Context: an optimization exercise on an open-source flow, tuned for small area. The choices shown serve that exercise and are no tape-out recipe. Where RTL was checked, it was by simulation tests only, not by an equivalence proof against the original. No driver is modelled on the clock port, so clocking that relies on it looks cheaper here than on a real chip. Power figures rest on the tool's default switching activity, not on a simulated workload.

## main
==> flow/design.v <==
module AD7606_drive(
    input             clk     ,
    input             rst_n   ,
    input             ad_busy ,
    input             ad_dataA,
    input             ad_dataB,
    output     [2:0]  ad_os   ,
    output            ad_rage ,
    output reg        ad_rst  ,
    output            ad_cvAB ,
    output reg        ad_cs_n ,
    output            ad_sclk ,
    output reg        ad_done ,
    output reg [15:0] ad_ch1  ,
    output reg [15:0] ad_ch2  ,
    output reg [15:0] ad_ch3  ,
    output reg [15:0] ad_ch4  ,
    output reg [15:0] ad_ch5  ,
    output reg [15:0] ad_ch6  ,
    output reg [15:0] ad_ch7  ,
    output reg [15:0] ad_ch8
    );
assign ad_os   = 3'b000;
assign ad_rage = 1'b1;
reg  [15:0] rst_sr;
wire        rst_z15 = ~|rst_sr[14:0];
wire        rst_fb  = rst_sr[15] ^ rst_sr[14] ^ rst_sr[12] ^ rst_sr[3] ^ rst_z15;
always @(posedge clk or negedge rst_n)
begin
    if (!rst_n) begin
        rst_sr <= 16'h0001;
        ad_rst <= 1'b1;
    end
    else begin
        rst_sr <= {rst_sr[14:0], rst_fb};
        if (rst_z15 & ~rst_sr[15])
            ad_rst <= 1'b0;
    end
end
reg  [1:0]  sck;
reg  [10:0] cnt;
reg         wt;
reg         started;
wire ph_a  = ad_cs_n & ~wt;
wire ph_c  = wt & cnt[0];
wire ph_s  = ~ad_cs_n & ~cnt[10];
wire a_hi  = ph_a & cnt[10] & cnt[9];
wire a_end = a_hi & cnt[1];                           
wire cv_on = a_hi & ~cnt[1] & ~cnt[0] & (sck[0] ^ sck[1]);    
wire inc0  = wt ? (~cnt[0] & ~ad_busy) : (ad_cs_n & (&sck));
wire inc3  = ~ad_cs_n & ~sck[1] & sck[0];
wire smp   = ~sck[1] & sck[0];
wire [10:0] cnt_t;
assign cnt_t[0]  = inc0;
assign cnt_t[1]  = cnt_t[0] & cnt[0];
assign cnt_t[2]  = cnt_t[1] & cnt[1];
assign cnt_t[3]  = (cnt_t[2] & cnt[2]) | inc3;
assign cnt_t[4]  = cnt_t[3] & cnt[3];
assign cnt_t[5]  = (cnt_t[4] & cnt[4]) | ph_s;
assign cnt_t[6]  = cnt_t[5] & cnt[5];
assign cnt_t[7]  = cnt_t[6] & cnt[6];
assign cnt_t[8]  = cnt_t[7] & cnt[7];
assign cnt_t[9]  = cnt_t[8] & cnt[8];
assign cnt_t[10] = cnt_t[9] & cnt[9];
assign ad_cvAB = ~cv_on;
assign ad_sclk = ad_cs_n | sck[1];
always @(posedge clk or negedge rst_n)
begin
    if (!rst_n) begin
        sck     <= 2'd3;
        cnt     <= 11'd35;
        wt      <= 1'b0;
        ad_cs_n <= 1'b1;
        started <= 1'b0;
        ad_done <= 1'b0;
    end
    else begin
        if (ph_s)
            sck <= 2'd3;
        else if (~started & (ph_c | ~ad_cs_n))
            sck <= 2'd0;
        else
            sck <= sck + 1'b1;
        cnt     <= cnt ^ cnt_t;
        wt      <= a_end | (wt & ~cnt[0]);
        if (ph_c)
            ad_cs_n <= 1'b0;
        else if (ph_s)
            ad_cs_n <= 1'b1;
        started <= started | ~ad_cs_n;
        ad_done <= ph_s;
    end
end
always @(posedge clk)
begin
    if (smp) begin
        {ad_ch1, ad_ch2, ad_ch3, ad_ch4} <= {ad_ch1[14:0], ad_ch2, ad_ch3, ad_ch4, ad_dataA};
        {ad_ch5, ad_ch6, ad_ch7, ad_ch8} <= {ad_ch5[14:0], ad_ch6, ad_ch7, ad_ch8, ad_dataB};
    end
end
endmodule
export LEC_CHECK = 0
export CAP_MARGIN = 20
export CORE_MARGIN = 2
export CORE_UTILIZATION = 40
export PLACE_DENSITY = 0.6
export SLEW_MARGIN = 20
create_clock -name core_clock -period 20.0 [get_ports {clk}]
standard.sh (not shown) runs the stock make flow with config.mk's settings and CLKGATE_MAP_FILE= SYNTH_SCRIPT=/design/flow/synth_recipe.tcl, a recipe that flattens the netlist after the stock synthesis.
==> flow/flow/run.sh <==
#!/bin/bash
# Standard ORFS layout with the smallest port buffers and a lighter clock
# tree: CTS builds the tree from clkbuf_4 and flow/post_cts.tcl upsizes only
# the buffers whose sinks would see a slow clock edge.
set -euo pipefail
HERE=$(pwd)
bash standard.sh finish \
  'BUFFER_PORTS_ARGS=-buffer_cell sky130_fd_sc_hd__buf_1' \
  'CTS_ARGS=-sink_clustering_enable -repair_clock_nets -dont_use_dummy_load -root_buf sky130_fd_sc_hd__clkbuf_8 -buf_list {sky130_fd_sc_hd__clkbuf_4}' \
  "POST_CTS_TCL=$HERE/flow/post_cts.tcl" \
  > make_finish.log 2>&1
==> flow/flow/post_cts.tcl <==
# Runs at the end of ORFS's CTS step: upsizes the clock buffers whose loads see
# a slow slew (estimated from placement), so that the clock tree can be built
# from small buffers and only the crowded branches get bigger ones.
set_propagated_clock [all_clocks]
proc leaf_slews {} {
  set res {}
  foreach inst [get_cells clkbuf_*] {
    set n [get_property $inst name]
    set mx 0
    foreach p [get_pins -of_objects [get_nets -of_objects [get_pins $n/X]] -filter "direction==input"] {
      set s [get_property $p slew_max]
      if {$s > $mx} {set mx $s}
    }
    lappend res [list $n $mx [get_property $inst ref_name]]
  }
  return $res
}
set thr [expr {[info exists ::env(UP_THR)] ? $::env(UP_THR) : 0.112}]
for {set it 0} {$it < 4} {incr it} {
  estimate_parasitics -placement
  set changed 0
  foreach l [leaf_slews] {
    lassign $l n s ref
    if {$s > $thr} {
      set to ""
      if {$ref eq "sky130_fd_sc_hd__clkbuf_2"} {set to sky130_fd_sc_hd__clkbuf_4}
      if {$ref eq "sky130_fd_sc_hd__clkbuf_4"} {set to sky130_fd_sc_hd__clkbuf_8}
      if {$ref eq "sky130_fd_sc_hd__clkbuf_8"} {set to sky130_fd_sc_hd__clkbuf_16}
      if {$to ne ""} { puts "UPSIZE $n $ref -> $to (slew $s)"; replace_cell $n $to; incr changed }
    }
  }
  if {$changed == 0} break
  detailed_placement
}
What the feature branch does differently from main at the input level:
diff --git a/flow/design.v b/flow/design.v
--- a/flow/design.v
+++ b/flow/design.v
@@ -10,16 +10,16 @@
     output            ad_cvAB ,
     output reg        ad_cs_n ,
     output            ad_sclk ,
     output reg        ad_done ,
-    output reg [15:0] ad_ch1  ,
-    output reg [15:0] ad_ch2  ,
-    output reg [15:0] ad_ch3  ,
-    output reg [15:0] ad_ch4  ,
-    output reg [15:0] ad_ch5  ,
-    output reg [15:0] ad_ch6  ,
-    output reg [15:0] ad_ch7  ,
-    output reg [15:0] ad_ch8
+    output     [15:0] ad_ch1  ,
+    output     [15:0] ad_ch2  ,
+    output     [15:0] ad_ch3  ,
+    output     [15:0] ad_ch4  ,
+    output     [15:0] ad_ch5  ,
+    output     [15:0] ad_ch6  ,
+    output     [15:0] ad_ch7  ,
+    output     [15:0] ad_ch8
     );
 assign ad_os   = 3'b000;
 assign ad_rage = 1'b1;
 reg  [15:0] rst_sr;
@@ -74,11 +74,9 @@
         started <= 1'b0;
         ad_done <= 1'b0;
     end
     else begin
-        if (ph_s)
-            sck <= 2'd3;
-        else if (~started & (ph_c | ~ad_cs_n))
+        if (~started & (ph_c | ~ad_cs_n))
             sck <= 2'd0;
         else
             sck <= sck + 1'b1;
         cnt     <= cnt ^ cnt_t;
@@ -90,12 +88,23 @@
         started <= started | ~ad_cs_n;
         ad_done <= ph_s;
     end
 end
+reg  [128:0] ring;
 always @(posedge clk)
 begin
-    if (smp) begin
-        {ad_ch1, ad_ch2, ad_ch3, ad_ch4} <= {ad_ch1[14:0], ad_ch2, ad_ch3, ad_ch4, ad_dataA};
-        {ad_ch5, ad_ch6, ad_ch7, ad_ch8} <= {ad_ch5[14:0], ad_ch6, ad_ch7, ad_ch8, ad_dataB};
+    ring <= {ring[127:2], smp ? ad_dataB : ring[1], ring[0], smp ? ad_dataA : ring[128]};
+end
+genvar k;
+generate
+    for (k = 0; k < 16; k = k + 1) begin : g_out
+        assign ad_ch1[15-k] = ring[(253 - 4*k) % 129];
+        assign ad_ch2[15-k] = ring[(253 - 4*(k+16)) % 129];
+        assign ad_ch3[15-k] = ring[(253 - 4*(k+32)) % 129];
+        assign ad_ch4[15-k] = ring[(253 - 4*(k+48)) % 129];
+        assign ad_ch5[15-k] = ring[(255 - 4*k) % 129];
+        assign ad_ch6[15-k] = ring[(255 - 4*(k+16)) % 129];
+        assign ad_ch7[15-k] = ring[(255 - 4*(k+32)) % 129];
+        assign ad_ch8[15-k] = ring[(255 - 4*(k+48)) % 129];
     end
-end
+endgenerate
 endmodule
==> comparison <==
Going from main to the feature branch, share of the clock period used by the worst path after layout picked up an extra 0.33 points, total power lost 5.1%, cell count lost about 4.5%, clock sink count picked up an extra 0.62%. When the final numbers for the feature branch and main were put side by side, the final hold slack turned out to be smaller in the feature branch. As of the feature branch, synthesized cell area had fallen by a few percent compared to main. The feature branch: buffer count excluding the clock tree in the final layout lower than main. Delta (the feature branch minus main): multiplexer share of the synthesized area +0.47 points; adder and majority gate portion of the synthesized area now larger. Side by side, final instance area turned out lower in the feature branch than in main. The feature branch falls short of main in least setup slack across all paths after layout. Comparing the feature branch and main, routed wire length is higher on main. Compared with main, the feature branch shows count of flip-flops and latches that has gone up slightly.
The RTL of main was laid out without a check of its function.

separate check: timing with driven ports:
No port has a modelled driver above. Below, the same layouts with a new extraction and two added sets of constraints.
Step 1 (the two cells are an assumption about what drives the block):
set clk [get_ports {clk}]
set_driving_cell -lib_cell sky130_fd_sc_hd__clkbuf_16 $clk
set_driving_cell -lib_cell sky130_fd_sc_hd__buf_2 [delete_from_list [all_inputs] $clk]
Step 2 also shifts input and output timing later by t, the mid clock arrival at the registers, as if the neighbouring blocks saw the same clock.
Slacks: ideal ports / drivers / drivers and shift; pairs: ideal ports / drivers.
run | t, ns | setup slack, ns | hold WS [ns] | worst setup path after step 2
main | 0.394 | 13.717 / 13.731 / 13.337 | 0.364 / 0.364 / 0.364 | input to register
the feature branch | 0.390 | 13.652 / 13.665 / 13.275 | 0.324 / 0.324 / 0.324 | input to register
After both steps every run listed still meets setup and hold. The setup slack of main, which loses most, moves by +0.014 ns with the drivers and by -0.380 ns with both steps.
